Source: an optimization exercise on an open RTL-to-GDS flow (aim: small area, a short achievable clock period and few clock cycles per item). Production flows keep margins and buffers that such runs may drop. Where RTL was checked, it was by simulation tests only, not by an equivalence proof against the original. Only the layout flow was run in run 1; the RTL was not checked for function there. No activity file was given, so power comes from the tool's default toggle rates.

==> design.v <==
`timescale 1ns/10ps
module geofence (clk,reset,X,Y,valid,is_inside);
input           clk;
input           reset;
input   [9:0]   X;
input   [9:0]   Y;
output          valid;
output          is_inside;
reg  [4:0]  cnt;
reg         ph0, ph1, in_vtx, st8, chk, last;
reg  [5:0]  vm;                
reg  [9:0]  ox, oy;
reg  signed [10:0] rx [0:6];
reg  signed [10:0] ry [0:6];
reg         rg [0:6];
reg         rl [0:6];          
reg  [2:0]  rk [0:6];
reg         pl [0:6][0:5];     
reg         pe [0:6][0:5];     
reg         yl [0:5];          
reg         nyl, nyp, newl_r;  
reg  signed [10:0] sx, sy;
reg         bxp, bxn, byp, byn;    
integer i, j, k;
function automatic [10:0] sub10(input [9:0] a, input [9:0] b);
    reg [9:0] g, p, nb;
    integer q, d;
    begin
        nb = ~b;
        g = a & nb;
        p = a | nb;
        for (d = 1; d < 10; d = d * 2)
            for (q = 9; q >= d; q = q - 1) begin
                g[q] = g[q] | (p[q] & g[q-d]);
                p[q] = p[q] & p[q-d];
            end
        sub10 = {~(g[9] | p[9]), (a ^ nb) ^ {g[8:0] | p[8:0], 1'b1}};
    end
endfunction
function automatic [1:0] cmp11(input [10:0] a, input [10:0] b);
    reg [10:0] ua, ub, g, p;
    integer q, d;
    begin
        ua = {~a[10], a[9:0]};
        ub = {~b[10], b[9:0]};
        g = ub & ~ua;
        p = ub | ~ua;
        for (d = 1; d < 11; d = d * 2)
            for (q = 10; q >= d; q = q - 1) begin
                g[q] = g[q] | (p[q] & g[q-d]);
                p[q] = p[q] & p[q-d];
            end
        cmp11 = {g[10], g[10] | p[10]};
    end
endfunction
wire signed [10:0] nx = sub10(X, ox);
wire signed [10:0] ny = sub10(Y, oy);
wire        nz = (X == 10'd0);
reg  [1:0] cx [0:5];
reg  [1:0] cy [0:5];
reg        cl;
always @(*) begin
    cl = 1'b0;
    for (k = 0; k < 6; k = k + 1) begin
        cx[k] = cmp11(nx, rx[k]);
        cy[k] = cmp11(ry[k], ny);
        if (k > 0) cl = cl | (rl[k] & !cy[k][0]);
    end
end
reg        newl, ng;
reg        gn [0:6];           
always @(*) begin
    newl = 1'b1;
    for (k = 0; k < 6; k = k + 1)
        newl = newl & (pl[0][k] | !vm[k]);
    ng = !newl && (newl_r ? nyp : nyl);
    gn[0] = ng;
    for (k = 1; k < 7; k = k + 1)
        gn[k] = newl ? yl[k-1] : rg[k];
end
always @(posedge clk) begin
    if (ph0) begin
        ox <= X;
        oy <= Y;
    end
    for (k = 0; k < 6; k = k + 1) begin
        pl[0][k] <= cx[k][1];
        pe[0][k] <= cx[k][0];
        yl[k] <= cy[k][1];
    end
    for (i = 1; i < 7; i = i + 1)
        for (k = 0; k < 6; k = k + 1) begin
            pl[i][k] <= pl[i-1][k];
            pe[i][k] <= pe[i-1][k];
        end
    if (in_vtx) begin
        bxp <= (bxp || ph1) && !nx[10];
        bxn <= (bxn || ph1) && (nx[10] || nx == 11'd0);
        byp <= (byp || ph1) && !ny[10];
        byn <= (byn || ph1) && (ny[10] || ny == 11'd0);
    end
    nyl <= cl && !nz;
    nyp <= !cy[0][0] && !nz;
    newl_r <= newl;
    if (in_vtx) begin
        rx[0] <= nx;
        ry[0] <= ny;
        rg[0] <= 1'b0;
    end else begin
        rx[0] <= rx[6];
        ry[0] <= ry[6];
        rg[0] <= gn[6];
    end
    rl[0] <= 1'b0;
    rl[1] <= newl | rl[0];
    for (i = 1; i < 7; i = i + 1) begin
        rx[i] <= rx[i-1];
        ry[i] <= ry[i-1];
        rg[i] <= gn[i-1];
        if (i > 1) rl[i] <= rl[i-1] & !newl;
    end
end
reg        g [0:6];
reg        lt [0:6][0:6];    
reg  [2:0] rank [0:6];
reg        smax;
reg        sel0 [0:6];       
always @(*) begin
    for (i = 0; i < 7; i = i + 1)
        g[i] = gn[6-i];
    for (i = 0; i < 7; i = i + 1)
        for (j = 0; j < 7; j = j + 1) lt[i][j] = 1'b0;
    for (i = 0; i < 7; i = i + 1)
        for (j = i + 1; j < 7; j = j + 1) begin
            if (!g[i] && !g[j])     lt[i][j] = !pl[6-j][j-1-i];
            else if (g[i] && g[j])  lt[i][j] = pe[6-j][j-1-i];
            else                    lt[i][j] = g[i];
            lt[j][i] = !lt[i][j];
        end
    for (j = 0; j < 7; j = j + 1) begin
        rank[j] = 3'd0;
        for (i = 0; i < 7; i = i + 1)
            rank[j] = rank[j] + {2'b0, lt[i][j]};
    end
    smax = 1'b1;
    for (j = 1; j < 7; j = j + 1)
        smax = smax & !lt[0][j];
    sel0[0] = 1'b0;
    for (j = 1; j < 7; j = j + 1) begin
        sel0[j] = smax ? 1'b1 : lt[0][j];
        for (k = 0; k < 7; k = k + 1)
            if (k != j) begin
                if (smax) sel0[j] = sel0[j] & !lt[k][j];
                else if (k != 0) sel0[j] = sel0[j] & !(lt[0][k] & lt[k][j]);
            end
    end
end
always @(posedge clk) begin
    if (st8) begin
        rk[0] <= rank[0];
        for (i = 1; i < 7; i = i + 1)
            rk[7-i] <= rank[i];
    end else begin
        rk[0] <= rk[6];
        for (i = 1; i < 7; i = i + 1)
            rk[i] <= rk[i-1];
    end
end
reg [2:0] tgt;
reg       sel [0:6];
reg signed [10:0] nsx, nsy;
always @(*) begin
    tgt = (rk[6] == 3'd6) ? 3'd0 : rk[6] + 3'd1;
    for (i = 0; i < 7; i = i + 1)
        sel[i] = st8 ? sel0[6-i] : (rk[i] == tgt);
    nsx = 11'sd0;
    nsy = 11'sd0;
    for (i = 0; i < 7; i = i + 1)
        if (sel[i]) begin
            nsx = nsx | rx[i];
            nsy = nsy | ry[i];
        end
end
wire [10:0] a1 = sx, b1 = ry[0], a2 = sy, b2 = rx[0];
wire [21:0] ca, cb;
wire p1 = ~(a1[0] & b1[0]);
wire p2 = ~(a1[0] & b1[1]);
wire p3 = ~(a1[0] & b1[2]);
wire p4 = ~(a1[0] & b1[3]);
wire p5 = ~(a1[0] & b1[4]);
wire p6 = ~(a1[0] & b1[5]);
wire p7 = ~(a1[0] & b1[6]);
wire p8 = ~(a1[0] & b1[7]);
wire p9 = ~(a1[0] & b1[8]);
wire p10 = ~(a1[0] & b1[9]);
wire p11 = ~(a1[0] & b1[10]);
wire p12 = ~(a1[1] & b1[0]);
wire p13 = ~(a1[1] & b1[1]);
wire p14 = ~(a1[1] & b1[2]);
wire p15 = ~(a1[1] & b1[3]);
wire p16 = ~(a1[1] & b1[4]);
wire p17 = ~(a1[1] & b1[5]);
wire p18 = ~(a1[1] & b1[6]);
wire p19 = ~(a1[1] & b1[7]);
wire p20 = ~(a1[1] & b1[8]);
wire p21 = ~(a1[1] & b1[9]);
wire p22 = ~(a1[1] & b1[10]);
wire p23 = ~(a1[2] & b1[0]);
wire p24 = ~(a1[2] & b1[1]);
wire p25 = ~(a1[2] & b1[2]);
wire p26 = ~(a1[2] & b1[3]);
wire p27 = ~(a1[2] & b1[4]);
wire p28 = ~(a1[2] & b1[5]);
wire p29 = ~(a1[2] & b1[6]);
wire p30 = ~(a1[2] & b1[7]);
wire p31 = ~(a1[2] & b1[8]);
wire p32 = ~(a1[2] & b1[9]);
wire p33 = ~(a1[2] & b1[10]);
wire p34 = ~(a1[3] & b1[0]);
wire p35 = ~(a1[3] & b1[1]);
wire p36 = ~(a1[3] & b1[2]);
wire p37 = ~(a1[3] & b1[3]);
wire p38 = ~(a1[3] & b1[4]);
wire p39 = ~(a1[3] & b1[5]);
wire p40 = ~(a1[3] & b1[6]);
wire p41 = ~(a1[3] & b1[7]);
wire p42 = ~(a1[3] & b1[8]);
wire p43 = ~(a1[3] & b1[9]);
wire p44 = ~(a1[3] & b1[10]);
wire p45 = ~(a1[4] & b1[0]);
wire p46 = ~(a1[4] & b1[1]);
wire p47 = ~(a1[4] & b1[2]);
wire p48 = ~(a1[4] & b1[3]);
wire p49 = ~(a1[4] & b1[4]);
wire p50 = ~(a1[4] & b1[5]);
wire p51 = ~(a1[4] & b1[6]);
wire p52 = ~(a1[4] & b1[7]);
wire p53 = ~(a1[4] & b1[8]);
wire p54 = ~(a1[4] & b1[9]);
wire p55 = ~(a1[4] & b1[10]);
wire p56 = ~(a1[5] & b1[0]);
wire p57 = ~(a1[5] & b1[1]);
wire p58 = ~(a1[5] & b1[2]);
wire p59 = ~(a1[5] & b1[3]);
wire p60 = ~(a1[5] & b1[4]);
wire p61 = ~(a1[5] & b1[5]);
wire p62 = ~(a1[5] & b1[6]);
wire p63 = ~(a1[5] & b1[7]);
wire p64 = ~(a1[5] & b1[8]);
wire p65 = ~(a1[5] & b1[9]);
wire p66 = ~(a1[5] & b1[10]);
wire p67 = ~(a1[6] & b1[0]);
wire p68 = ~(a1[6] & b1[1]);
wire p69 = ~(a1[6] & b1[2]);
wire p70 = ~(a1[6] & b1[3]);
wire p71 = ~(a1[6] & b1[4]);
wire p72 = ~(a1[6] & b1[5]);
wire p73 = ~(a1[6] & b1[6]);
wire p74 = ~(a1[6] & b1[7]);
wire p75 = ~(a1[6] & b1[8]);
wire p76 = ~(a1[6] & b1[9]);
wire p77 = ~(a1[6] & b1[10]);
wire p78 = ~(a1[7] & b1[0]);
wire p79 = ~(a1[7] & b1[1]);
wire p80 = ~(a1[7] & b1[2]);
wire p81 = ~(a1[7] & b1[3]);
wire p82 = ~(a1[7] & b1[4]);
wire p83 = ~(a1[7] & b1[5]);
wire p84 = ~(a1[7] & b1[6]);
wire p85 = ~(a1[7] & b1[7]);
wire p86 = ~(a1[7] & b1[8]);
wire p87 = ~(a1[7] & b1[9]);
wire p88 = ~(a1[7] & b1[10]);
wire p89 = ~(a1[8] & b1[0]);
wire p90 = ~(a1[8] & b1[1]);
wire p91 = ~(a1[8] & b1[2]);
wire p92 = ~(a1[8] & b1[3]);
wire p93 = ~(a1[8] & b1[4]);
wire p94 = ~(a1[8] & b1[5]);
wire p95 = ~(a1[8] & b1[6]);
wire p96 = ~(a1[8] & b1[7]);
wire p97 = ~(a1[8] & b1[8]);
wire p98 = ~(a1[8] & b1[9]);
wire p99 = ~(a1[8] & b1[10]);
wire p100 = ~(a1[9] & b1[0]);
wire p101 = ~(a1[9] & b1[1]);
wire p102 = ~(a1[9] & b1[2]);
wire p103 = ~(a1[9] & b1[3]);
wire p104 = ~(a1[9] & b1[4]);
wire p105 = ~(a1[9] & b1[5]);
wire p106 = ~(a1[9] & b1[6]);
wire p107 = ~(a1[9] & b1[7]);
wire p108 = ~(a1[9] & b1[8]);
wire p109 = ~(a1[9] & b1[9]);
wire p110 = ~(a1[9] & b1[10]);
wire p111 = ~(a1[10] & b1[0]);
wire p112 = ~(a1[10] & b1[1]);
wire p113 = ~(a1[10] & b1[2]);
wire p114 = ~(a1[10] & b1[3]);
wire p115 = ~(a1[10] & b1[4]);
wire p116 = ~(a1[10] & b1[5]);
wire p117 = ~(a1[10] & b1[6]);
wire p118 = ~(a1[10] & b1[7]);
wire p119 = ~(a1[10] & b1[8]);
wire p120 = ~(a1[10] & b1[9]);
wire p121 = ~(a1[10] & b1[10]);
wire p122 = ~(a2[0] & b2[0]);
wire p123 = ~(a2[0] & b2[1]);
wire p124 = ~(a2[0] & b2[2]);
wire p125 = ~(a2[0] & b2[3]);
wire p126 = ~(a2[0] & b2[4]);
wire p127 = ~(a2[0] & b2[5]);
wire p128 = ~(a2[0] & b2[6]);
wire p129 = ~(a2[0] & b2[7]);
wire p130 = ~(a2[0] & b2[8]);
wire p131 = ~(a2[0] & b2[9]);
wire p132 = ~(a2[0] & b2[10]);
wire p133 = ~(a2[1] & b2[0]);
wire p134 = ~(a2[1] & b2[1]);
wire p135 = ~(a2[1] & b2[2]);
wire p136 = ~(a2[1] & b2[3]);
wire p137 = ~(a2[1] & b2[4]);
wire p138 = ~(a2[1] & b2[5]);
wire p139 = ~(a2[1] & b2[6]);
wire p140 = ~(a2[1] & b2[7]);
wire p141 = ~(a2[1] & b2[8]);
wire p142 = ~(a2[1] & b2[9]);
wire p143 = ~(a2[1] & b2[10]);
wire p144 = ~(a2[2] & b2[0]);
wire p145 = ~(a2[2] & b2[1]);
wire p146 = ~(a2[2] & b2[2]);
wire p147 = ~(a2[2] & b2[3]);
wire p148 = ~(a2[2] & b2[4]);
wire p149 = ~(a2[2] & b2[5]);
wire p150 = ~(a2[2] & b2[6]);
wire p151 = ~(a2[2] & b2[7]);
wire p152 = ~(a2[2] & b2[8]);
wire p153 = ~(a2[2] & b2[9]);
wire p154 = ~(a2[2] & b2[10]);
wire p155 = ~(a2[3] & b2[0]);
wire p156 = ~(a2[3] & b2[1]);
wire p157 = ~(a2[3] & b2[2]);
wire p158 = ~(a2[3] & b2[3]);
wire p159 = ~(a2[3] & b2[4]);
wire p160 = ~(a2[3] & b2[5]);
wire p161 = ~(a2[3] & b2[6]);
wire p162 = ~(a2[3] & b2[7]);
wire p163 = ~(a2[3] & b2[8]);
wire p164 = ~(a2[3] & b2[9]);
wire p165 = ~(a2[3] & b2[10]);
wire p166 = ~(a2[4] & b2[0]);
wire p167 = ~(a2[4] & b2[1]);
wire p168 = ~(a2[4] & b2[2]);
wire p169 = ~(a2[4] & b2[3]);
wire p170 = ~(a2[4] & b2[4]);
wire p171 = ~(a2[4] & b2[5]);
wire p172 = ~(a2[4] & b2[6]);
wire p173 = ~(a2[4] & b2[7]);
wire p174 = ~(a2[4] & b2[8]);
wire p175 = ~(a2[4] & b2[9]);
wire p176 = ~(a2[4] & b2[10]);
wire p177 = ~(a2[5] & b2[0]);
wire p178 = ~(a2[5] & b2[1]);
wire p179 = ~(a2[5] & b2[2]);
wire p180 = ~(a2[5] & b2[3]);
wire p181 = ~(a2[5] & b2[4]);
wire p182 = ~(a2[5] & b2[5]);
wire p183 = ~(a2[5] & b2[6]);
wire p184 = ~(a2[5] & b2[7]);
wire p185 = ~(a2[5] & b2[8]);
wire p186 = ~(a2[5] & b2[9]);
wire p187 = ~(a2[5] & b2[10]);
wire p188 = ~(a2[6] & b2[0]);
wire p189 = ~(a2[6] & b2[1]);
wire p190 = ~(a2[6] & b2[2]);
wire p191 = ~(a2[6] & b2[3]);
wire p192 = ~(a2[6] & b2[4]);
wire p193 = ~(a2[6] & b2[5]);
wire p194 = ~(a2[6] & b2[6]);
wire p195 = ~(a2[6] & b2[7]);
wire p196 = ~(a2[6] & b2[8]);
wire p197 = ~(a2[6] & b2[9]);
wire p198 = ~(a2[6] & b2[10]);
wire p199 = ~(a2[7] & b2[0]);
wire p200 = ~(a2[7] & b2[1]);
wire p201 = ~(a2[7] & b2[2]);
wire p202 = ~(a2[7] & b2[3]);
wire p203 = ~(a2[7] & b2[4]);
wire p204 = ~(a2[7] & b2[5]);
wire p205 = ~(a2[7] & b2[6]);
wire p206 = ~(a2[7] & b2[7]);
wire p207 = ~(a2[7] & b2[8]);
wire p208 = ~(a2[7] & b2[9]);
wire p209 = ~(a2[7] & b2[10]);
wire p210 = ~(a2[8] & b2[0]);
wire p211 = ~(a2[8] & b2[1]);
wire p212 = ~(a2[8] & b2[2]);
wire p213 = ~(a2[8] & b2[3]);
wire p214 = ~(a2[8] & b2[4]);
wire p215 = ~(a2[8] & b2[5]);
wire p216 = ~(a2[8] & b2[6]);
wire p217 = ~(a2[8] & b2[7]);
wire p218 = ~(a2[8] & b2[8]);
wire p219 = ~(a2[8] & b2[9]);
wire p220 = ~(a2[8] & b2[10]);
wire p221 = ~(a2[9] & b2[0]);
wire p222 = ~(a2[9] & b2[1]);
wire p223 = ~(a2[9] & b2[2]);
wire p224 = ~(a2[9] & b2[3]);
wire p225 = ~(a2[9] & b2[4]);
wire p226 = ~(a2[9] & b2[5]);
wire p227 = ~(a2[9] & b2[6]);
wire p228 = ~(a2[9] & b2[7]);
wire p229 = ~(a2[9] & b2[8]);
wire p230 = ~(a2[9] & b2[9]);
wire p231 = ~(a2[9] & b2[10]);
wire p232 = ~(a2[10] & b2[0]);
wire p233 = ~(a2[10] & b2[1]);
wire p234 = ~(a2[10] & b2[2]);
wire p235 = ~(a2[10] & b2[3]);
wire p236 = ~(a2[10] & b2[4]);
wire p237 = ~(a2[10] & b2[5]);
wire p238 = ~(a2[10] & b2[6]);
wire p239 = ~(a2[10] & b2[7]);
wire p240 = ~(a2[10] & b2[8]);
wire p241 = ~(a2[10] & b2[9]);
wire p242 = ~(a2[10] & b2[10]);
wire s243 = p131 ^ p141;
wire c244 = p131 | p141;
wire s245 = p11 ^ p111;
wire c246 = p11 | p111;
wire s247, c248;
fadd us247 (.a(p21), .b(p31), .c(p41), .s(s247), .co(c248));
wire s249 = p142 ^ p152;
wire c250 = p142 & p152;
wire s251 = p22 ^ p112;
wire c252 = p22 | p112;
wire s253, c254;
fadd us253 (.a(p32), .b(p42), .c(p52), .s(s253), .co(c254));
wire s255 = p153 ^ p163;
wire c256 = p153 & p163;
wire s257, c258;
fadd us257 (.a(p43), .b(p53), .c(p63), .s(s257), .co(c258));
wire s259 = p128 ^ p138;
wire c260 = p128 | p138;
wire s261 = p129 ^ p139;
wire c262 = p129 | p139;
wire s263, c264;
fadd us263 (.a(p8), .b(p18), .c(p28), .s(s263), .co(c264));
wire s265 = p149 ^ p159;
wire c266 = p149 & p159;
wire s267 = p130 ^ p140;
wire c268 = p130 | p140;
wire s269, c270;
fadd us269 (.a(p9), .b(p19), .c(p29), .s(s269), .co(c270));
wire s271, c272;
fadd us271 (.a(p39), .b(p49), .c(p59), .s(s271), .co(c272));
wire s273, c274;
fadd us273 (.a(p69), .b(p79), .c(p89), .s(s273), .co(c274));
wire s275 = p150 ^ p160;
wire c276 = p150 & p160;
wire s277, c278;
fadd us277 (.a(p10), .b(p20), .c(p30), .s(s277), .co(c278));
wire s279, c280;
fadd us279 (.a(p40), .b(p50), .c(p60), .s(s279), .co(c280));
wire s281, c282;
fadd us281 (.a(p70), .b(p80), .c(p90), .s(s281), .co(c282));
wire s283, c284;
fadd us283 (.a(p151), .b(p161), .c(p171), .s(s283), .co(c284));
wire s285, c286;
fadd us285 (.a(p181), .b(p191), .c(p201), .s(s285), .co(c286));
wire s287 = p211 ^ p221;
wire c288 = p211 & p221;
wire s289, c290;
fadd us289 (.a(p51), .b(p61), .c(p71), .s(s289), .co(c290));
wire s291, c292;
fadd us291 (.a(p81), .b(p91), .c(p101), .s(s291), .co(c292));
wire s293, c294;
fadd us293 (.a(p132), .b(p232), .c(s245), .s(s293), .co(c294));
wire s295, c296;
fadd us295 (.a(p162), .b(p172), .c(p182), .s(s295), .co(c296));
wire s297, c298;
fadd us297 (.a(p192), .b(p202), .c(p212), .s(s297), .co(c298));
wire s299, c300;
fadd us299 (.a(p222), .b(c244), .c(s249), .s(s299), .co(c300));
wire s301, c302;
fadd us301 (.a(p62), .b(p72), .c(p82), .s(s301), .co(c302));
wire s303, c304;
fadd us303 (.a(p92), .b(p102), .c(p143), .s(s303), .co(c304));
wire s305, c306;
fadd us305 (.a(p233), .b(c248), .c(s251), .s(s305), .co(c306));
wire s307, c308;
fadd us307 (.a(p173), .b(p183), .c(p193), .s(s307), .co(c308));
wire s309, c310;
fadd us309 (.a(p203), .b(p213), .c(p223), .s(s309), .co(c310));
wire s311, c312;
fadd us311 (.a(c246), .b(c250), .c(s255), .s(s311), .co(c312));
wire s313, c314;
fadd us313 (.a(p73), .b(p83), .c(p93), .s(s313), .co(c314));
wire s315, c316;
fadd us315 (.a(p103), .b(p154), .c(p234), .s(s315), .co(c316));
wire s317, c318;
fadd us317 (.a(p33), .b(p113), .c(p164), .s(s317), .co(c318));
wire s319, c320;
fadd us319 (.a(p174), .b(p184), .c(p194), .s(s319), .co(c320));
wire s321, c322;
fadd us321 (.a(p204), .b(p214), .c(p224), .s(s321), .co(c322));
wire i323 = ~c254;
wire s324, c325;
fadd us324 (.a(c252), .b(c256), .c(i323), .s(s324), .co(c325));
wire s326, c327;
fadd us326 (.a(p54), .b(p64), .c(p74), .s(s326), .co(c327));
wire s328, c329;
fadd us328 (.a(p84), .b(p94), .c(p104), .s(s328), .co(c329));
wire s330, c331;
fadd us330 (.a(p165), .b(p235), .c(c258), .s(s330), .co(c331));
wire s332, c333;
fadd us332 (.a(p44), .b(p114), .c(p175), .s(s332), .co(c333));
wire s334, c335;
fadd us334 (.a(p185), .b(p195), .c(p205), .s(s334), .co(c335));
wire s336, c337;
fadd us336 (.a(p65), .b(p75), .c(p85), .s(s336), .co(c337));
wire s338, c339;
fadd us338 (.a(p95), .b(p105), .c(p176), .s(s338), .co(c339));
wire s340, c341;
fadd us340 (.a(p55), .b(p115), .c(p186), .s(s340), .co(c341));
wire s342, c343;
fadd us342 (.a(p76), .b(p86), .c(p96), .s(s342), .co(c343));
wire s344 = p126 ^ p136;
wire c345 = p126 | p136;
wire s346 = p127 ^ p137;
wire c347 = p127 | p137;
wire s348, c349;
fadd us348 (.a(p6), .b(p16), .c(p26), .s(s348), .co(c349));
wire s350 = p147 ^ p157;
wire c351 = p147 & p157;
wire s352, c353;
fadd us352 (.a(p7), .b(p17), .c(p27), .s(s352), .co(c353));
wire s354, c355;
fadd us354 (.a(p37), .b(p47), .c(p57), .s(s354), .co(c355));
wire s356, c357;
fadd us356 (.a(p148), .b(p158), .c(p168), .s(s356), .co(c357));
wire s358 = p178 ^ p188;
wire c359 = p178 & p188;
wire s360, c361;
fadd us360 (.a(p38), .b(p48), .c(p58), .s(s360), .co(c361));
wire s362, c363;
fadd us362 (.a(p68), .b(p78), .c(s261), .s(s362), .co(c363));
wire s364, c365;
fadd us364 (.a(p169), .b(p179), .c(p189), .s(s364), .co(c365));
wire s366, c367;
fadd us366 (.a(p199), .b(c260), .c(s265), .s(s366), .co(c367));
wire s368, c369;
fadd us368 (.a(c264), .b(s267), .c(s269), .s(s368), .co(c369));
wire s370, c371;
fadd us370 (.a(p170), .b(p180), .c(p190), .s(s370), .co(c371));
wire s372, c373;
fadd us372 (.a(p200), .b(p210), .c(c262), .s(s372), .co(c373));
wire i374 = ~s271;
wire s375, c376;
fadd us375 (.a(c266), .b(s275), .c(i374), .s(s375), .co(c376));
wire s377, c378;
fadd us377 (.a(p100), .b(s243), .c(c270), .s(s377), .co(c378));
wire s379, c380;
fadd us379 (.a(c272), .b(c274), .c(s277), .s(s379), .co(c380));
wire s381, c382;
fadd us381 (.a(c268), .b(c276), .c(s283), .s(s381), .co(c382));
wire i383 = ~s279;
wire s384, c385;
fadd us384 (.a(s285), .b(s287), .c(i383), .s(s384), .co(c385));
wire s386, c387;
fadd us386 (.a(s247), .b(c278), .c(c280), .s(s386), .co(c387));
wire s388, c389;
fadd us388 (.a(c282), .b(s289), .c(s291), .s(s388), .co(c389));
wire s390, c391;
fadd us390 (.a(c284), .b(c286), .c(c288), .s(s390), .co(c391));
wire s392, c393;
fadd us392 (.a(s295), .b(s297), .c(s299), .s(s392), .co(c393));
wire s394, c395;
fadd us394 (.a(s253), .b(c290), .c(c292), .s(s394), .co(c395));
wire s396, c397;
fadd us396 (.a(c294), .b(s301), .c(s303), .s(s396), .co(c397));
wire s398, c399;
fadd us398 (.a(c296), .b(c298), .c(c300), .s(s398), .co(c399));
wire s400, c401;
fadd us400 (.a(s307), .b(s309), .c(s311), .s(s400), .co(c401));
wire s402, c403;
fadd us402 (.a(s257), .b(c302), .c(c304), .s(s402), .co(c403));
wire s404, c405;
fadd us404 (.a(c306), .b(s313), .c(s315), .s(s404), .co(c405));
wire s406, c407;
fadd us406 (.a(c308), .b(c310), .c(c312), .s(s406), .co(c407));
wire s408, c409;
fadd us408 (.a(s317), .b(s319), .c(s321), .s(s408), .co(c409));
wire s410, c411;
fadd us410 (.a(c314), .b(c316), .c(s326), .s(s410), .co(c411));
wire s412, c413;
fadd us412 (.a(p215), .b(p225), .c(c318), .s(s412), .co(c413));
wire s414, c415;
fadd us414 (.a(c320), .b(c322), .c(c325), .s(s414), .co(c415));
wire i416 = ~s328;
wire s417, c418;
fadd us417 (.a(s332), .b(s334), .c(i416), .s(s417), .co(c418));
wire s419, c420;
fadd us419 (.a(p236), .b(c327), .c(c329), .s(s419), .co(c420));
wire s421, c422;
fadd us421 (.a(c331), .b(s336), .c(s338), .s(s421), .co(c422));
wire s423, c424;
fadd us423 (.a(p196), .b(p206), .c(p216), .s(s423), .co(c424));
wire s425, c426;
fadd us425 (.a(p226), .b(c333), .c(c335), .s(s425), .co(c426));
wire s427, c428;
fadd us427 (.a(p106), .b(p187), .c(p237), .s(s427), .co(c428));
wire s429, c430;
fadd us429 (.a(c337), .b(c339), .c(s342), .s(s429), .co(c430));
wire s431, c432;
fadd us431 (.a(p66), .b(p116), .c(p197), .s(s431), .co(c432));
wire s433, c434;
fadd us433 (.a(p207), .b(p217), .c(p227), .s(s433), .co(c434));
wire s435, c436;
fadd us435 (.a(p87), .b(p97), .c(p107), .s(s435), .co(c436));
wire s437, c438;
fadd us437 (.a(p198), .b(p238), .c(c343), .s(s437), .co(c438));
wire s439, c440;
fadd us439 (.a(p77), .b(p117), .c(p208), .s(s439), .co(c440));
wire s441, c442;
fadd us441 (.a(p98), .b(p108), .c(p209), .s(s441), .co(c442));
wire s443 = p124 ^ p134;
wire c444 = p124 & p134;
wire s445 = p125 ^ p135;
wire c446 = p125 | p135;
wire s447, c448;
fadd us447 (.a(p4), .b(p14), .c(p24), .s(s447), .co(c448));
wire s449, c450;
fadd us449 (.a(p5), .b(p15), .c(p25), .s(s449), .co(c450));
wire s451, c452;
fadd us451 (.a(p35), .b(p45), .c(s344), .s(s451), .co(c452));
wire s453 = p146 ^ p156;
wire c454 = p146 & p156;
wire s455, c456;
fadd us455 (.a(p36), .b(p46), .c(p56), .s(s455), .co(c456));
wire s457, c458;
fadd us457 (.a(p167), .b(p177), .c(c345), .s(s457), .co(c458));
wire i459 = ~s350;
wire s460, c461;
fadd us460 (.a(i459), .b(s346), .c(s348), .s(s460), .co(c461));
wire s462, c463;
fadd us462 (.a(p67), .b(s259), .c(c349), .s(s462), .co(c463));
wire s464, c465;
fadd us464 (.a(c347), .b(c351), .c(s356), .s(s464), .co(c465));
wire i466 = ~s358;
wire s467, c468;
fadd us467 (.a(i466), .b(s352), .c(s354), .s(s467), .co(c468));
wire s469, c470;
fadd us469 (.a(s263), .b(c353), .c(c355), .s(s469), .co(c470));
wire s471, c472;
fadd us471 (.a(c357), .b(c359), .c(s364), .s(s471), .co(c472));
wire i473 = ~s366;
wire s474, c475;
fadd us474 (.a(i473), .b(s360), .c(s362), .s(s474), .co(c475));
wire s476, c477;
fadd us476 (.a(s273), .b(c361), .c(c363), .s(s476), .co(c477));
wire s478, c479;
fadd us478 (.a(c365), .b(c367), .c(s370), .s(s478), .co(c479));
wire i480 = ~s368;
wire s481, c482;
fadd us481 (.a(s372), .b(s375), .c(i480), .s(s481), .co(c482));
wire s483, c484;
fadd us483 (.a(s281), .b(c369), .c(s377), .s(s483), .co(c484));
wire s485, c486;
fadd us485 (.a(c371), .b(c373), .c(c376), .s(s485), .co(c486));
wire i487 = ~s379;
wire s488, c489;
fadd us488 (.a(s381), .b(s384), .c(i487), .s(s488), .co(c489));
wire s490, c491;
fadd us490 (.a(s293), .b(c378), .c(c380), .s(s490), .co(c491));
wire s492, c493;
fadd us492 (.a(c382), .b(c385), .c(s390), .s(s492), .co(c493));
wire i494 = ~s392;
wire s495, c496;
fadd us495 (.a(i494), .b(s386), .c(s388), .s(s495), .co(c496));
wire s497, c498;
fadd us497 (.a(s305), .b(c387), .c(c389), .s(s497), .co(c498));
wire s499, c500;
fadd us499 (.a(c391), .b(c393), .c(s398), .s(s499), .co(c500));
wire i501 = ~s400;
wire s502, c503;
fadd us502 (.a(i501), .b(s394), .c(s396), .s(s502), .co(c503));
wire s504, c505;
fadd us504 (.a(c395), .b(c397), .c(s402), .s(s504), .co(c505));
wire s506, c507;
fadd us506 (.a(s324), .b(c399), .c(c401), .s(s506), .co(c507));
wire i508 = ~s404;
wire s509, c510;
fadd us509 (.a(s406), .b(s408), .c(i508), .s(s509), .co(c510));
wire s511, c512;
fadd us511 (.a(s330), .b(c403), .c(c405), .s(s511), .co(c512));
wire s513, c514;
fadd us513 (.a(c407), .b(c409), .c(s412), .s(s513), .co(c514));
wire i515 = ~s410;
wire s516, c517;
fadd us516 (.a(s414), .b(s417), .c(i515), .s(s516), .co(c517));
wire s518, c519;
fadd us518 (.a(c411), .b(s419), .c(s421), .s(s518), .co(c519));
wire s520, c521;
fadd us520 (.a(s340), .b(c413), .c(c415), .s(s520), .co(c521));
wire s522, c523;
fadd us522 (.a(c418), .b(s423), .c(s425), .s(s522), .co(c523));
wire s524, c525;
fadd us524 (.a(c420), .b(c422), .c(s427), .s(s524), .co(c525));
wire s526, c527;
fadd us526 (.a(c341), .b(c424), .c(c426), .s(s526), .co(c527));
wire i528 = ~s429;
wire s529, c530;
fadd us529 (.a(s431), .b(s433), .c(i528), .s(s529), .co(c530));
wire s531, c532;
fadd us531 (.a(c428), .b(c430), .c(s435), .s(s531), .co(c532));
wire s533, c534;
fadd us533 (.a(p218), .b(p228), .c(c432), .s(s533), .co(c534));
wire i535 = ~s437;
wire s536, c537;
fadd us536 (.a(c434), .b(s439), .c(i535), .s(s536), .co(c537));
wire s538, c539;
fadd us538 (.a(p239), .b(c436), .c(c438), .s(s538), .co(c539));
wire s540, c541;
fadd us540 (.a(p88), .b(p118), .c(p219), .s(s540), .co(c541));
wire i542 = ~s441;
wire s543, c544;
fadd us543 (.a(p229), .b(c440), .c(i542), .s(s543), .co(c544));
wire s545, c546;
fadd us545 (.a(p109), .b(p220), .c(p240), .s(s545), .co(c546));
wire s547, c548;
fadd us547 (.a(p99), .b(p119), .c(p230), .s(s547), .co(c548));
wire s549 = p123 ^ p133;
wire c550 = p123 & p133;
wire s551 = p144 ^ s443;
wire c552 = p144 | s443;
wire s553 = p3 ^ p13;
wire c554 = ~p3 & ~p13;
wire s555, c556;
fadd us555 (.a(p34), .b(s445), .c(s447), .s(s555), .co(c556));
wire s557, c558;
fadd us557 (.a(p145), .b(p155), .c(c444), .s(s557), .co(c558));
wire s559, c560;
fadd us559 (.a(c448), .b(s449), .c(s451), .s(s559), .co(c560));
wire s561, c562;
fadd us561 (.a(p166), .b(c446), .c(s453), .s(s561), .co(c562));
wire s563, c564;
fadd us563 (.a(c450), .b(c452), .c(s455), .s(s563), .co(c564));
wire i565 = ~s460;
wire s566, c567;
fadd us566 (.a(c454), .b(s457), .c(i565), .s(s566), .co(c567));
wire s568, c569;
fadd us568 (.a(c456), .b(c461), .c(s462), .s(s568), .co(c569));
wire i570 = ~s467;
wire s571, c572;
fadd us571 (.a(c458), .b(s464), .c(i570), .s(s571), .co(c572));
wire s573, c574;
fadd us573 (.a(c463), .b(c468), .c(s469), .s(s573), .co(c574));
wire i575 = ~s474;
wire s576, c577;
fadd us576 (.a(c465), .b(s471), .c(i575), .s(s576), .co(c577));
wire s578, c579;
fadd us578 (.a(c470), .b(c475), .c(s476), .s(s578), .co(c579));
wire s580, c581;
fadd us580 (.a(c472), .b(s478), .c(s481), .s(s580), .co(c581));
wire s582, c583;
fadd us582 (.a(c479), .b(c482), .c(s485), .s(s582), .co(c583));
wire i584 = ~s488;
wire s585, c586;
fadd us585 (.a(i584), .b(c477), .c(s483), .s(s585), .co(c586));
wire s587, c588;
fadd us587 (.a(c484), .b(s490), .c(s495), .s(s587), .co(c588));
wire s589, c590;
fadd us589 (.a(c486), .b(c489), .c(s492), .s(s589), .co(c590));
wire s591, c592;
fadd us591 (.a(c491), .b(c496), .c(s497), .s(s591), .co(c592));
wire i593 = ~s502;
wire s594, c595;
fadd us594 (.a(c493), .b(s499), .c(i593), .s(s594), .co(c595));
wire s596, c597;
fadd us596 (.a(c498), .b(c503), .c(s504), .s(s596), .co(c597));
wire s598, c599;
fadd us598 (.a(c500), .b(s506), .c(s509), .s(s598), .co(c599));
wire s600, c601;
fadd us600 (.a(c507), .b(c510), .c(s513), .s(s600), .co(c601));
wire i602 = ~s516;
wire s603, c604;
fadd us603 (.a(i602), .b(c505), .c(s511), .s(s603), .co(c604));
wire s605, c606;
fadd us605 (.a(c514), .b(c517), .c(s520), .s(s605), .co(c606));
wire i607 = ~s522;
wire s608, c609;
fadd us608 (.a(i607), .b(c512), .c(s518), .s(s608), .co(c609));
wire s610, c611;
fadd us610 (.a(c521), .b(c523), .c(s526), .s(s610), .co(c611));
wire i612 = ~s529;
wire s613, c614;
fadd us613 (.a(i612), .b(c519), .c(s524), .s(s613), .co(c614));
wire s615, c616;
fadd us615 (.a(c527), .b(c530), .c(s533), .s(s615), .co(c616));
wire i617 = ~s536;
wire s618, c619;
fadd us618 (.a(i617), .b(c525), .c(s531), .s(s618), .co(c619));
wire s620, c621;
fadd us620 (.a(c534), .b(c537), .c(s540), .s(s620), .co(c621));
wire i622 = ~s543;
wire s623, c624;
fadd us623 (.a(i622), .b(c532), .c(s538), .s(s623), .co(c624));
wire s625, c626;
fadd us625 (.a(c442), .b(c539), .c(s545), .s(s625), .co(c626));
wire s627, c628;
fadd us627 (.a(c541), .b(c544), .c(s547), .s(s627), .co(c628));
wire s629, c630;
fadd us629 (.a(p231), .b(p241), .c(c546), .s(s629), .co(c630));
wire s631, c632;
fadd us631 (.a(p110), .b(p120), .c(c548), .s(s631), .co(c632));
wire s633 = s549 ^ p2;
wire c634 = s549 & ~p2;
wire i635 = ~p23;
wire s636, c637;
fadd us636 (.a(c550), .b(s553), .c(i635), .s(s636), .co(c637));
wire s638, c639;
fadd us638 (.a(c552), .b(c554), .c(s557), .s(s638), .co(c639));
wire i640 = ~c556;
wire s641, c642;
fadd us641 (.a(c558), .b(s561), .c(i640), .s(s641), .co(c642));
wire i643 = ~c560;
wire s644, c645;
fadd us644 (.a(c562), .b(s566), .c(i643), .s(s644), .co(c645));
wire i646 = ~c564;
wire s647, c648;
fadd us647 (.a(c567), .b(s571), .c(i646), .s(s647), .co(c648));
wire i649 = ~c569;
wire s650, c651;
fadd us650 (.a(c572), .b(s576), .c(i649), .s(s650), .co(c651));
wire i652 = ~c574;
wire s653, c654;
fadd us653 (.a(c577), .b(s580), .c(i652), .s(s653), .co(c654));
wire i655 = ~c579;
wire s656, c657;
fadd us656 (.a(c581), .b(s582), .c(i655), .s(s656), .co(c657));
wire i658 = ~c586;
wire s659, c660;
fadd us659 (.a(c583), .b(s589), .c(i658), .s(s659), .co(c660));
wire i661 = ~c588;
wire s662, c663;
fadd us662 (.a(c590), .b(s594), .c(i661), .s(s662), .co(c663));
wire i664 = ~c592;
wire s665, c666;
fadd us665 (.a(c595), .b(s598), .c(i664), .s(s665), .co(c666));
wire i667 = ~c597;
wire s668, c669;
fadd us668 (.a(c599), .b(s600), .c(i667), .s(s668), .co(c669));
wire i670 = ~c604;
wire s671, c672;
fadd us671 (.a(c601), .b(s605), .c(i670), .s(s671), .co(c672));
wire i673 = ~c609;
wire s674, c675;
fadd us674 (.a(c606), .b(s610), .c(i673), .s(s674), .co(c675));
wire i676 = ~c614;
wire s677, c678;
fadd us677 (.a(c611), .b(s615), .c(i676), .s(s677), .co(c678));
wire i679 = ~c619;
wire s680, c681;
fadd us680 (.a(c616), .b(s620), .c(i679), .s(s680), .co(c681));
wire i682 = ~c624;
wire s683, c684;
fadd us683 (.a(c621), .b(s627), .c(i682), .s(s683), .co(c684));
wire i685 = ~c626;
wire s686, c687;
fadd us686 (.a(c628), .b(s631), .c(i685), .s(s686), .co(c687));
wire i688 = ~p121;
wire s689, c690;
fadd us689 (.a(p242), .b(c632), .c(i688), .s(s689), .co(c690));
wire s691 = p12 ^ s633;
wire c692 = ~p12 & ~s633;
wire i693 = ~s551;
wire s694, c695;
fadd us694 (.a(c634), .b(s636), .c(i693), .s(s694), .co(c695));
wire i696 = ~s555;
wire s697, c698;
fadd us697 (.a(c637), .b(s638), .c(i696), .s(s697), .co(c698));
wire i699 = ~s559;
wire s700, c701;
fadd us700 (.a(c639), .b(s641), .c(i699), .s(s700), .co(c701));
wire i702 = ~s563;
wire s703, c704;
fadd us703 (.a(c642), .b(s644), .c(i702), .s(s703), .co(c704));
wire i705 = ~s568;
wire s706, c707;
fadd us706 (.a(c645), .b(s647), .c(i705), .s(s706), .co(c707));
wire i708 = ~s573;
wire s709, c710;
fadd us709 (.a(c648), .b(s650), .c(i708), .s(s709), .co(c710));
wire i711 = ~s578;
wire s712, c713;
fadd us712 (.a(c651), .b(s653), .c(i711), .s(s712), .co(c713));
wire i714 = ~s585;
wire s715, c716;
fadd us715 (.a(c654), .b(s656), .c(i714), .s(s715), .co(c716));
wire i717 = ~s587;
wire s718, c719;
fadd us718 (.a(c657), .b(s659), .c(i717), .s(s718), .co(c719));
wire i720 = ~s591;
wire s721, c722;
fadd us721 (.a(c660), .b(s662), .c(i720), .s(s721), .co(c722));
wire i723 = ~s596;
wire s724, c725;
fadd us724 (.a(c663), .b(s665), .c(i723), .s(s724), .co(c725));
wire i726 = ~s603;
wire s727, c728;
fadd us727 (.a(c666), .b(s668), .c(i726), .s(s727), .co(c728));
wire i729 = ~s608;
wire s730, c731;
fadd us730 (.a(c669), .b(s671), .c(i729), .s(s730), .co(c731));
wire i732 = ~s613;
wire s733, c734;
fadd us733 (.a(c672), .b(s674), .c(i732), .s(s733), .co(c734));
wire i735 = ~s618;
wire s736, c737;
fadd us736 (.a(c675), .b(s677), .c(i735), .s(s736), .co(c737));
wire i738 = ~s623;
wire s739, c740;
fadd us739 (.a(c678), .b(s680), .c(i738), .s(s739), .co(c740));
wire i741 = ~s625;
wire s742, c743;
fadd us742 (.a(c681), .b(s683), .c(i741), .s(s742), .co(c743));
wire i744 = ~s629;
wire s745, c746;
fadd us745 (.a(c684), .b(s686), .c(i744), .s(s745), .co(c746));
wire i747 = ~c630;
wire s748, c749;
fadd us748 (.a(c687), .b(s689), .c(i747), .s(s748), .co(c749));
assign ca = {c690, c746, c743, c740, c737, c734, c731, c728, c725, c722, c719, c716, c713, c710, c707, c704, c701, c698, c695, c692, s691, p122};
assign cb = {c749, s748, s745, s742, s739, s736, s733, s730, s727, s724, s721, s718, s715, s712, s709, s706, s703, s700, s697, s694, 1'b1, ~p1};
function automatic carry8(input [7:0] a, input [7:0] b);
    reg [7:0] g, p;
    integer q, d;
    begin
        g = a & b;
        p = a | b;
        for (d = 1; d < 8; d = d * 2)
            for (q = 2 * d - 1; q < 8; q = q + 2 * d) begin
                g[q] = g[q] | (p[q] & g[q-d]);
                p[q] = p[q] & p[q-d];
            end
        carry8 = g[7];
    end
endfunction
reg  [21:8] csa, csb;
reg         cs8;
always @(posedge clk) begin
    sx <= nsx;
    sy <= nsy;
    csa <= ca[21:8];
    csb <= cb[21:8];
    cs8 <= carry8(ca[7:0], cb[7:0]);
end
reg  [12:0] tg, tp;
integer q, d;
always @(*) begin
    tg = csa[20:8] & csb[20:8];
    tp = csa[20:8] | csb[20:8];
    for (d = 1; d < 8; d = d * 2)
        for (q = 2 * d - 1; q < 13; q = q + 2 * d) begin
            tg[q] = tg[q] | (tp[q] & tg[q-d]);
            tp[q] = tp[q] & tp[q-d];
        end
end
wire c16 = tg[7] | (tp[7] & cs8);
wire c20 = tg[11] | (tp[11] & c16);
wire c21 = tg[12] | (tp[12] & c20);
wire pass = !(csa[21] ^ csb[21] ^ c21);
wire boxout = bxp || bxn || byp || byn;
wire done = last || (chk && !pass) || (st8 && boxout);
wire [4:0] cnt_n = done ? 5'd0 : cnt + 5'd1;
always @(posedge clk) begin
    if (reset) begin
        cnt <= 5'd0;
        ph0 <= 1'b1;
        ph1 <= 1'b0;
        in_vtx <= 1'b0;
        st8 <= 1'b0;
        chk <= 1'b0;
        last <= 1'b0;
    end else begin
        cnt <= cnt_n;
        ph0 <= cnt_n == 5'd0;
        ph1 <= cnt_n == 5'd1;
        in_vtx <= cnt_n >= 5'd1 && cnt_n <= 5'd7;
        st8 <= cnt_n == 5'd8;
        chk <= cnt_n >= 5'd10 && cnt_n <= 5'd16;
        last <= cnt_n == 5'd16;
    end
    vm <= (ph0 || ph1) ? 6'd0 : {vm[4:0], 1'b1};
end
assign valid = done;
assign is_inside = pass && !st8;
endmodule
module fadd (a, b, c, s, co);
input  a, b, c;
output s, co;
assign s = a ^ b ^ c;
assign co = (a & b) | (c & (a ^ b));
endmodule
==> run.sh <==
#!/bin/bash
# synth_recipe.tcl (not shown) runs the flow's synth.tcl, then flattens the netlist and writes it again
# the make line also repeats each setting of config.mk as NAME=value (left out here)
make -C /OpenROAD-flow-scripts/flow DESIGN_CONFIG=/design/flow/config.mk WORK_HOME=/design/flow/orfs CLKGATE_MAP_FILE= SYNTH_SCRIPT=/design/flow/synth_recipe.tcl finish
==> config.mk <==
export PLATFORM = sky130hd
export DESIGN_NAME = geofence
export DESIGN_NICKNAME = geofence
export VERILOG_FILES = /design/flow/design.v
export SDC_FILE = /design/flow/constraint.sdc
export NUM_CORES = 4
export LEC_CHECK = 0
export ABC_AREA = 1
export CAP_MARGIN = 20
export CORE_MARGIN = 2
export CORE_UTILIZATION = 70
export CTS_CLUSTER_DIAMETER = 100
export CTS_CLUSTER_SIZE = 30
export PLACE_DENSITY = 0.85
export SETUP_SLACK_MARGIN = 4.0
export SLEW_MARGIN = 20
export SYNTH_HIERARCHICAL = 1
export SYNTH_MINIMUM_KEEP_SIZE = 0
==> constraint.sdc <==
create_clock -name core_clock -period 8.0 [get_ports {clk}]
set_input_delay 1.6000 -clock core_clock [delete_from_list [all_inputs] [get_ports {clk}]]
set_output_delay 1.6000 -clock core_clock [all_outputs]
set_load 0.01 [all_outputs]
==> results of run 1 <==
==> registers in the layout (all words and copies together) (netlist names), 14 cells and up <==
register,count
rx,77
ry,77
pe,21
pl,21
rk,21
csa,14
csb,14
==> per-module statistics from Yosys, one instance, submodules excluded <==
module	times used	area [µm²]	cells	flops+latches
fadd	199	20.0	1	0
geofence	1	17200	2483	328
==> placed cells by master, fill, tap and decap left out, types with 10 or more instances in the layout <==
master	instances
a21oi_1	85
buf_4	66
clkbuf_16	18
clkdlybuf4s50_1	19
dfxtp_1	257
dfxtp_2	22
dfxtp_4	25
edfxtp_1	24
fa_1	207
fa_2	13
ha_1	74
inv_1	380
inv_2	20
nand2_1	773
nand2_2	29
nand2_4	17
nand3_1	140
nand3b_1	13
nand4_1	21
nor2_1	209
nor2_2	13
nor3_1	14
o21ai_0	110
or2_2	10
xor2_1	22
==> cells by family after synthesis <==
kind of cell	count (synthesis)	share of synthesized area (%)
simple gates	1271	25.1
compound gates	268	7.04
xor+xnor	28	1.16
buf+inv	489	9.11
fa+ha+maj	298	25.4
flops	328	32.2
==> metal layers <==
metal,wire length [µm],up-vias,global-route usage (%)
met3,6640,289,6.88
li1,-,8317,-
met4,3250,2,16.4
met1,23500,8662,50.0
met2,28200,1244,61.8
met5,16,-,0
==> cell type report <==
class / count / area (µm²) / area share, %
clock buffer: 20 / 437 / 1.87
tap: 390 / 488 / 2.09
inverter: 401 / 1510 / 6.46
timing repair buffer: 104 / 946 / 4.05
multi-input combinational: 1867 / 13000 / 55.5
clock inverter: 5 / 82.6 / 0.354
sequential: 328 / 6930 / 29.7
==> path summary, 6_finish.rpt <==
kind                          from              end  slack [ns]  depth (start not counted)
setup / recovery  rx[0][9]$_DFF_P_  csb[11]$_DFF_P_        4.01                         11
hold / removal       pl[6]$_DFF_P_   pl[12]$_DFF_P_        0.35                          0
setup reg to reg  rx[0][9]$_DFF_P_  csb[11]$_DFF_P_        4.01                         11
hold reg to reg      pl[6]$_DFF_P_   pl[12]$_DFF_P_        0.35                          0
==> through the flow <==
stage          area (µm²)  worst slack (ns)  total power, W
2_1_floorplan       21200              3.99         0.00643
3_3_place_gp        21500              3.33         0.00764
3_5_place_dp        21500              3.27         0.00801
4_1_cts             22500              3.93         0.00923
5_1_grt             23300              3.83          0.0105
6_report            23300              4.01         0.00962
==> timing repair <==
action / 4_1_cts / 5_1_grt
endpoints found under the setup margin: 64 / 71
setup buffers: 24 / 47
hold endpoints to repair: 0 / 0
pin swaps: 14 / 46
resized for setup: 102 / 141
gates cloned: 1 / 2
==> power breakdown <==
group          leakage (nW)  switching (W)  total [W]  internal, W
combinational          7.54        0.00348    0.00579      0.00231
sequential             2.80       0.000581    0.00284      0.00226
clock                 0.251       0.000577   0.000991     0.000413
==> flow_summary.yaml, run 1 <==
status:
  status: "no timing/DRC/antenna violations"
sta:
  slew_headroom_pct: 28.3
  holdWs_ns: 0.352
  finalCritPeriodShare_pct: 49.9
  max_freq_mhz: 251
  hold_violations: 0
  rsz0062_at_grt: "yes"
  setup_violations: 0
  finalSetupTns_ns: 0
  fin_crit_ns: 3.99
  skew_ns: 0.0201
  final_max_slew_viol_count: 0
  tightest_slew_ns: 1.06
floorplan:
  die_w_um: 178
  ios: 24
  die_h_um: 178
  num_rows: 63
  initial_utilization_pct: 71.2
  die_area_um2: 31600
  coreArea_um2: 29700
placement:
  port_buffers: 23
  dp_hpwl_um: 42900
  dp.cells: 3016
  gp_congestion: 0.991
logic_synthesis:
  yosysSeqAreaShare_pct: 32.2
  ys_top_cells_by_area: "dfxtp_1 (29%), fa_1 (21%), nand2_1 (14%)"
  synth_edf_count: 24
  ys_warn_count: 23
  synthArstFlopShare_pct: 0
  yosysMostFrequentCell: "nand2_1"
  ys_ff_latch: 328
  avgSynthCellArea_um2: 7.89
  synthesis.area_um2: 21200
  syn_inst: 2682
  synth_top_cell_by_area: "dfxtp_1"
  synthFlopType: "dfxtp_1"
  synth_top_area_share_pct: 28.8
  syn-num-nets: 3002
  synth.distinct_cells: 51
  synth_common_cells: "nand2_1 (798), inv_1 (391), dfxtp_1 (304)"
cts:
  htreeDepth: 1
  cts_sinks: 328
  path_clk_slew_ns: 0.11
  ctsHoldBuffers: 0
  cts_tree: "done"
  cts-root-buf: "clkbuf_16"
  cts_buffer_depth: 3
  numCtsBuffers: 16
  worstSkewPairLatency_ns: 0.54
worst_setup_path:
  crit_top_cell: "fa_1"
  path_delay_family: "adder cells"
  arrival_ns: 4.41
  crit_fanout: 6
  cpPeakStageDelay_ns: 0.56
  cp.buffers_inverters: 3
  setup.worst_path.end_class: "flop"
  crit_path_top_delay_cell: "fa_1"
  critPathKind: "reg -> reg"
  crit_chain: "buf_8 -> nand2_2 -> ha_4 -> fa_1 -> fa_1 -> inv_2 -> fa_1 -> inv_2 -> fa_2 -> fa_1 -> fa_1"
  startpoint_type: "flop"
  worstPathRequired_ns: 8.41
global_routing:
  grt_overflow_total: 0
  grt_pass1_wl_um: 92300
  grt_usage_pct: 38.0
  grt_start_max_net_pins: 44
  grt_pass1_vias: 17751
  antenna_found_initial: 1
detailed_routing:
  first_iter_violations: 2351
  ant_nets: 0
  routed_via_density: 5.94
  dr_total_vias: 18514
  routed_wirelength_um: 61700
  wire_per_inst_um: 19.8
  drc: 0
  dr.pass1.iters: 14
cells_and_area:
  stdcell_count: 3115
  diodes: 0
  drive_gt1_share_pct: 11.6
  syn_to_final_growth_pct: 10.4
  post-route-util_pct: 78.6
  fillers: 2044
  fin_nets: 3038
power_and_ir_drop:
  powerDensity_nw_per_um2: 412
  ir_drop_mv: 0.230
  p_leak_nw: 10.6
min_path:
  hold_path_class: "reg -> reg"
flow_run:
  drv.max_cap_violation_count: 0
==> run 2, diff against run 1 <==
--- a/design.v
+++ b/design.v
@@ -95,9 +95,9 @@
         end
     if (in_vtx) begin
         bxp <= (bxp || ph1) && !nx[10];
-        bxn <= (bxn || ph1) && (nx[10] || nx == 11'd0);
+        bxn <= (bxn || ph1) && (nx[10] || X == ox);
         byp <= (byp || ph1) && !ny[10];
-        byn <= (byn || ph1) && (ny[10] || ny == 11'd0);
+        byn <= (byn || ph1) && (ny[10] || Y == oy);
     end
     nyl <= cl && !nz;
     nyp <= !cy[0][0] && !nz;
--- a/config.mk
+++ b/config.mk
@@ -8,10 +8,9 @@
 export ABC_AREA = 1
 export CAP_MARGIN = 20
 export CORE_MARGIN = 2
-export CORE_UTILIZATION = 70
-export CTS_CLUSTER_DIAMETER = 100
-export CTS_CLUSTER_SIZE = 30
-export PLACE_DENSITY = 0.85
+export CORE_UTILIZATION = 60
+export CTS_BUF_LIST = sky130_fd_sc_hd__clkbuf_4 sky130_fd_sc_hd__clkbuf_8
+export PLACE_DENSITY = 0.75
 export SETUP_SLACK_MARGIN = 4.0
 export SLEW_MARGIN = 20
 export SYNTH_HIERARCHICAL = 1
==> run 2 against run 1 <==
Compared with the run above:
- cell area rose by 1.7%
- clock skew rose by 0.016 ns
- maximum frequency fell by 1.1%
- still clean
- non-clock buffer count fell by 9
==> flow_summary.yaml, run 2 <==
cells_and_area:
  regArea_um2: 6920
  multiInputGateArea_um2: 12800
  fin_nets: 3016
  syn_to_final_growth_pct: 12.7
  largestRegisters: "rx x77, ry x77"
  layout_commonest_cell: "nand2_1"
  final_cell_mix: "nand2_1 (748), inv_1 (353), dfxtp_1 (262), nor2_1 (221), fa_1 (209)"
  drive_gt1_share_pct: 13.9
  fillers: 2783
worst_setup_path:
  worstPathRequired_ns: 6.40
  startpoint_type: "flop"
  setup.worst_path.end_class: "output pin"
  crit_fanout: 2
  critPathKind: "reg -> out"
  arrival_ns: 2.43
logic_synthesis:
  synth_top_cell_by_area: "dfxtp_1"
  synth_edf_count: 24
  synth_common_cells: "nand2_1 (770), inv_1 (359), dfxtp_1 (304)"
  synthesis.area_um2: 21100
  syn-num-nets: 2951
  syn_inst: 2631
  synth.distinct_cells: 53
  ys_warn_count: 23
  synthArstFlopShare_pct: 0
  avgSynthCellArea_um2: 8.01
  synth_top_area_share_pct: 28.9
  ys_ff_latch: 328
  ys_top_cells_by_area: "dfxtp_1 (29%), fa_1 (21%), nand2_1 (14%)"
  yosysMostFrequentCell: "nand2_1"
  yosysSeqAreaShare_pct: 32.3
  synthFlopType: "dfxtp_1"
sta:
  setup_violations: 0
  final_max_slew_viol_count: 0
  finalSetupTns_ns: 0
  tightest_slew_ns: 0.809
  rsz0062_at_grt: "yes"
  max_freq_mhz: 248
  slew_headroom_pct: 45.9
  fin_crit_ns: 4.03
  skew_ns: 0.0365
  hold_violations: 0
  finalCritPeriodShare_pct: 50.4
power_and_ir_drop:
  finalPower_w: 0.00854
  ir_drop_mv: 0.276
  p_leak_nw: 10.7
  powerDensity_nw_per_um2: 360
flow_run:
  drv.max_cap_violation_count: 0
cts:
  htreeDepth: 2
  cts-root-buf: "clkbuf_8"
  numCtsBuffers: 53
  worstSkewPairLatency_ns: 0.68
  path_clk_slew_ns: 0.06
  ctsHoldBuffers: 0
  cts_buffer_depth: 3
  cts_sinks: 328
  cts_tree: "done"
detailed_routing:
  drc: 0
  wire_per_inst_um: 18.6
  dr.pass1.iters: 8
  dr_total_vias: 18067
  routed_wirelength_um: 59300
  routed_via_density: 5.66
  first_iter_violations: 1835
  ant_nets: 0
global_routing:
  grt_overflow_total: 0
  grt_pass1_vias: 17577
  grt_start_max_net_pins: 47
  grt_pass1_wl_um: 92200
  antenna_found_initial: 0
  grt_usage_pct: 32.7
floorplan:
  die_h_um: 191
  num_rows: 68
  die_area_um2: 36600
  die_w_um: 191
  ios: 24
  initial_utilization_pct: 61.0
  coreArea_um2: 34500
min_path:
  hold_path_class: "reg -> reg"
placement:
  gp_congestion: 0.931
  dp_hpwl_um: 42000
  port_buffers: 23
status:
  status: "no timing/DRC/antenna violations"
run 2: cell count changes after synthesis, moves of 5 or more:
cell     previous run  this run
a21oi_1            93        44
a21oi_2             1        10
inv_1             391       359
nand2_1           798       770
nand2_2            16        27
nand2_4             5        10
nand3_1           145       150
nor2_1            219       227
or2_2              10        20
xor2_1             25        18
run 2: cell families after synthesis:
group / share of synthesized area [%]
adder cells (fa/ha/maj): 25.5
XOR/XNOR: 0.908
flip-flops: 32.3
AND/OR/NAND/NOR: 26.0
buffers and inverters: 8.50
AO/OA/AOI/OAI: 6.78
run 2: critical path, stage by stage (launching register included):
cell and delay (ns):
dfxtp_2 0.32, or2_4 0.25, nand3_2 0.06, nand2_2 0.06, o21ai_2 0.18, nand3_4 0.12, nand2_2 0.08, nand2_2 0.07
o21ai_4 0.08, nand3_2 0.12, buf_6 0.14, a21oi_4 0.16, buf_6 0.13
run 2: layout make-up:
cell class | count | area share [%]
Antenna cell | 1 | 0.0105
Clock buffer | 76 | 3.98
Clock inverter | 19 | 0.933
Inverter | 372 | 5.92
Multi-Input combinational cell | 1846 | 54.0
Sequential cell | 328 | 29.2
Tap cell | 455 | 2.40
Timing Repair Buffer | 95 | 3.59
run 2: routing by layer:
| metal | GRT usage (%) | up-vias | share of wire [%] |
|---|---|---|---|
| met5 | 0 | - | 0 |
| met4 | 16.0 | 0 | 4.4 |
| met3 | 5.49 | 213 | 9.7 |
| met2 | 52.0 | 1014 | 46 |
| met1 | 43.5 | 8575 | 40 |
| li1 | - | 8265 | - |
run 2: report_power, final:
part | total, W | internal [W] | switching (W)
Sequential | 0.00267 | 0.00218 | 0.000488
Combinational | 0.00426 | 0.00165 | 0.00261
Clock | 0.00161 | 0.000897 | 0.000714
run 2: per-module statistics from Yosys, one instance, submodules excluded:
module    times used  cells inside  flip-flops and latches
geofence           1          2432                     328
fadd             199             1                       0
run 2: path summary, 6_finish.rpt:
check                           slack, ns  cells past startpoint             from         endpoint
worst max-delay path                 3.97                     12  csa[11]$_DFF_P_        is_inside
worst min-delay path                 0.34                      0   pe[18]$_DFF_P_   pe[24]$_DFF_P_
worst max register to register       4.05                      9    sx[5]$_DFF_P_  csb[16]$_DFF_P_
worst min register to register       0.34                      0   pe[18]$_DFF_P_   pe[24]$_DFF_P_
run 2: metrics by stage:
step	utilization [%]	std cells	hold slack [ns]	cell area, µm²	worst slack [ns]
2_1_floorplan	-	2631	0.323	21100	3.99
3_3_place_gp	62.5	3038	0.328	21600	3.43
3_5_place_dp	62.5	3038	0.329	21600	3.34
4_1_cts	67.0	3159	0.335	23100	3.90
5_1_grt	68.7	3191	0.345	23700	3.83
6_report	68.7	3192	0.339	23700	3.97
run 2: what timing repair did:
action / CTS / global route
setup endpoints to repair: 45 / 67
endpoints found under the hold margin: 0 / 0
setup buffers: 26 / 31
pin swaps: 11 / 35
cloned: 0 / 1
gates resized for setup: 92 / 100
Testbench counts of run 2, summed over its fixed seeds: cycles 30,239, items 2,400.
==> run 3, diff against run 2 <==
--- a/design.v
+++ b/design.v
@@ -7,8 +7,7 @@
 output          valid;
 output          is_inside;
 reg  [4:0]  cnt;
-reg         ph0, ph1, in_vtx, st8, chk, last;
-reg  [5:0]  vm;                
+reg         ph0, ph1, ph2, in_vtx, st8, chk, last;
 reg  [9:0]  ox, oy;
 reg  signed [10:0] rx [0:6];
 reg  signed [10:0] ry [0:6];
@@ -70,9 +69,9 @@
 reg        newl, ng;
 reg        gn [0:6];           
 always @(*) begin
-    newl = 1'b1;
+    newl = ph2;
     for (k = 0; k < 6; k = k + 1)
-        newl = newl & (pl[0][k] | !vm[k]);
+        newl = newl | (rl[k+1] & pl[0][k]);
     ng = !newl && (newl_r ? nyp : nyl);
     gn[0] = ng;
     for (k = 1; k < 7; k = k + 1)
@@ -95,9 +94,9 @@
         end
     if (in_vtx) begin
         bxp <= (bxp || ph1) && !nx[10];
-        bxn <= (bxn || ph1) && (nx[10] || X == ox);
+        bxn <= (bxn || ph1) && (nx[10] || nx == 11'd0);
         byp <= (byp || ph1) && !ny[10];
-        byn <= (byn || ph1) && (ny[10] || Y == oy);
+        byn <= (byn || ph1) && (ny[10] || ny == 11'd0);
     end
     nyl <= cl && !nz;
     nyp <= !cy[0][0] && !nz;
@@ -980,6 +979,7 @@
         cnt <= 5'd0;
         ph0 <= 1'b1;
         ph1 <= 1'b0;
+        ph2 <= 1'b0;
         in_vtx <= 1'b0;
         st8 <= 1'b0;
         chk <= 1'b0;
@@ -988,12 +988,12 @@
         cnt <= cnt_n;
         ph0 <= cnt_n == 5'd0;
         ph1 <= cnt_n == 5'd1;
+        ph2 <= cnt_n == 5'd2;
         in_vtx <= cnt_n >= 5'd1 && cnt_n <= 5'd7;
         st8 <= cnt_n == 5'd8;
         chk <= cnt_n >= 5'd10 && cnt_n <= 5'd16;
         last <= cnt_n == 5'd16;
     end
-    vm <= (ph0 || ph1) ? 6'd0 : {vm[4:0], 1'b1};
 end
 assign valid = done;
 assign is_inside = pass && !st8;
--- a/config.mk
+++ b/config.mk
@@ -9,7 +9,6 @@
 export CAP_MARGIN = 20
 export CORE_MARGIN = 2
 export CORE_UTILIZATION = 60
-export CTS_BUF_LIST = sky130_fd_sc_hd__clkbuf_4 sky130_fd_sc_hd__clkbuf_8
 export PLACE_DENSITY = 0.75
 export SETUP_SLACK_MARGIN = 4.0
 export SLEW_MARGIN = 20
==> run 3 against run 2 <==
Compared with the run above:
- global-route usage increased by 0.14 points
- die area decreased by 0.17%
- hold slack improved by 0.0037 ns
- maximum frequency increased by 1.3%
- cell area about the same
- sequential share of layout area decreased by 0.35 points
==> flow_summary.yaml, run 3 <==
logic_synthesis:
  synth_edf_count: 24
  synthFlopType: "dfxtp_1"
  syn_inst: 2666
  syn-num-nets: 2986
  ys_ff_latch: 324
  synthesis.area_um2: 21000
  ys_top_cells_by_area: "dfxtp_1 (29%), fa_1 (21%), nand2_1 (15%)"
  yosysMostFrequentCell: "nand2_1"
  synth_common_cells: "nand2_1 (820), inv_1 (383), dfxtp_1 (300)"
  ys_warn_count: 23
  synth.distinct_cells: 48
  yosysSeqAreaShare_pct: 32.0
  synthArstFlopShare_pct: 0
  avgSynthCellArea_um2: 7.89
  synth_top_area_share_pct: 28.5
  synth_top_cell_by_area: "dfxtp_1"
floorplan:
  die_w_um: 191
  die_area_um2: 36600
  ios: 24
  num_rows: 68
  initial_utilization_pct: 60.9
  die_h_um: 191
  coreArea_um2: 34500
sta:
  hold_violations: 0
  max_freq_mhz: 251
  setup_violations: 0
  skew_ns: 0.0199
  final_max_slew_viol_count: 0
  rsz0062_at_grt: "yes"
  fin_crit_ns: 3.98
  holdWs_ns: 0.342
  slew_headroom_pct: 27.0
  finalSetupTns_ns: 0
  tightest_slew_ns: 1.09
  finalCritPeriodShare_pct: 49.8
cts:
  cts_sinks: 324
  htreeDepth: 2
  cts_tree: "done"
  numCtsBuffers: 36
  cts-root-buf: "clkbuf_16"
  cts_buffer_depth: 3
  path_clk_slew_ns: 0.07
  worstSkewPairLatency_ns: 0.54
detailed_routing:
  drc: 0
  dr_total_vias: 17831
  routed_wirelength_um: 60000
  first_iter_violations: 1629
  routed_via_density: 5.61
  ant_nets: 0
  wire_per_inst_um: 18.9
  dr.pass1.iters: 6
global_routing:
  grt_pass1_wl_um: 92600
  grt_start_max_net_pins: 50
  grt_overflow_total: 0
  grt_pass1_vias: 17719
  antenna_found_initial: 1
  grt_usage_pct: 32.9
power_and_ir_drop:
  p_leak_nw: 10.5
  ir_drop_mv: 0.619
  powerDensity_nw_per_um2: 385
cells_and_area:
  layout_commonest_cell: "nand2_1"
  largestRegisters: "rx x77, ry x77"
  finalInstanceArea_um2: 23700
  drive_gt1_share_pct: 12.0
  final_cell_mix: "nand2_1 (800), inv_1 (373), dfxtp_1 (257), fa_1 (210), nor2_1 (198)"
  diodes: 0
  fin_nets: 3021
  syn_to_final_growth_pct: 12.8
flow_run:
  drv.max_cap_violation_count: 0
placement:
  gp_congestion: 0.937
  port_buffers: 23
  dp_hpwl_um: 41800
  placed_area_um2: 21500
worst_setup_path:
  startpoint_type: "flop"
  setup.worst_path.end_class: "flop"
  worstPathRequired_ns: 8.40
  crit_fanout: 5
  critPathKind: "reg -> reg"
  arrival_ns: 4.38
min_path:
  hold_path_class: "reg -> reg"
status:
  status: "no timing/DRC/antenna violations"
-- run 3: cell count changes in the layout (fill, tap and decap cells not counted), moves of 6 or more --
cell | previous run | this run
clkbuf_16 | 1 | 37
inv_1 | 353 | 373
clkbuf_8 | 60 | 4
nand2_1 | 748 | 800
nand2_4 | 17 | 9
nand2_2 | 41 | 30
clkbuf_4 | 16 | 0
a21oi_1 | 40 | 65
nor2_1 | 221 | 198
a21oi_2 | 12 | 22
or2_2 | 19 | 13
buf_4 | 61 | 49
buf_12 | 1 | 7
nand3_1 | 143 | 117
-- run 3: per-layer routing --
layer / wire [µm] / GRT usage, % / share of wire [%] / up-vias
li1: - / - / - / 8310
met1: 23800 / 41.9 / 40 / 8461
met2: 28200 / 54.2 / 47 / 855
met3: 4730 / 5.29 / 7.9 / 203
met4: 3230 / 16.8 / 5.4 / 2
met5: 9 / 0 / 0.015 / -
-- run 3: repair_timing --
item | 4_1_cts | 5_1_grt
hold buffers | 0 | 0
setup endpoints to repair | 64 | 72
gates cloned | 0 | 2
buffers inserted | 25 | 26
pin swaps | 6 | 34
gates resized for setup | 91 | 123
-- run 3: layout make-up --
type / instances / area, µm²
Fill cell: 2758 / 10800
Sequential cell: 324 / 6840
Clock buffer: 46 / 1000
Tap cell: 455 / 569
Inverter: 387 / 1460
Multi-Input combinational cell: 1866 / 12900
Clock inverter: 17 / 190
Timing Repair Buffer: 86 / 817
-- run 3: modules after synthesis, one instance, submodules excluded --
module | area, µm² | times used
geofence | 17100 | 1
fadd | 20.0 | 199
-- run 3: stage by stage --
stage	total power (W)	utilization (%)	std cells	setup slack [ns]
detailed placement	0.00694	62.2	3065	3.07
finish	0.00914	68.7	3181	4.02
global route	0.00994	68.7	3181	3.91
floorplan	0.00561	-	2666	3.96
global placement	0.00676	62.2	3065	3.16
CTS	0.00881	66.9	3153	3.98
-- run 3: final timing paths --
| kind | from | endpoint | slack, ns | depth (start not counted) |
|---|---|---|---|---|
| worst max-delay path | rx[0][8]$_DFF_P_ | csb[11]$_DFF_P_ | 4.02 | 10 |
| worst min register to register | pe[12]$_DFF_P_ | pe[18]$_DFF_P_ | 0.34 | 0 |
| worst min-delay path | pe[12]$_DFF_P_ | pe[18]$_DFF_P_ | 0.34 | 0 |
| worst max register to register | rx[0][8]$_DFF_P_ | csb[11]$_DFF_P_ | 4.02 | 10 |
-- run 3: logic make-up after synthesis --
group,synth area share [%]
AND/OR/NAND/NOR,24.8
XOR/XNOR,0.791
flip-flops,32.0
buffers and inverters,8.98
AO/OA/AOI/OAI,7.80
adder cells (fa/ha/maj),25.6
-- run 3: critical path, stage by stage, from the launching register on --
cell and delay, ns:
dfxtp_4 0.42, nand2_4 0.07, ha_4 0.24, fa_1 0.51
fa_1 0.52, inv_1 0.05, fa_1 0.51, inv_2 0.05
fa_1 0.49, fa_1 0.56, fa_1 0.43
-- run 3: report_power, final --
part           total (W)  switching [W]  internal, W
registers        0.00261       0.000473      0.00213
logic            0.00485        0.00309      0.00177
clock network    0.00168       0.000694     0.000988
Testbench counts of run 3, summed over its fixed seeds: cycles 30,239, items 2,400.

## port drivers added, routing unchanged
No port has a modelled driver above. Below, the same layouts with a new extraction and two added sets of constraints. Step 1, drivers: a clkbuf_16 drives clk and a buf_2 each remaining input, both assumed. Step 2 times the ports against the registers' clock, not the clock port: input delays grow and output delays shrink by t, the midpoint of the rising clock arrivals with the driver on. Slacks: ideal / step 1 / step 2; pairs: ideal / step 1.
run	shift t [ns]	slack for setup (ns)
run 1	0.587	4.008 / 4.004 / 3.587
run 2	0.710	3.966 / 3.913 / 3.543
run 3	0.585	4.016 / 4.016 / 3.599
After both steps every run listed still meets setup and hold.
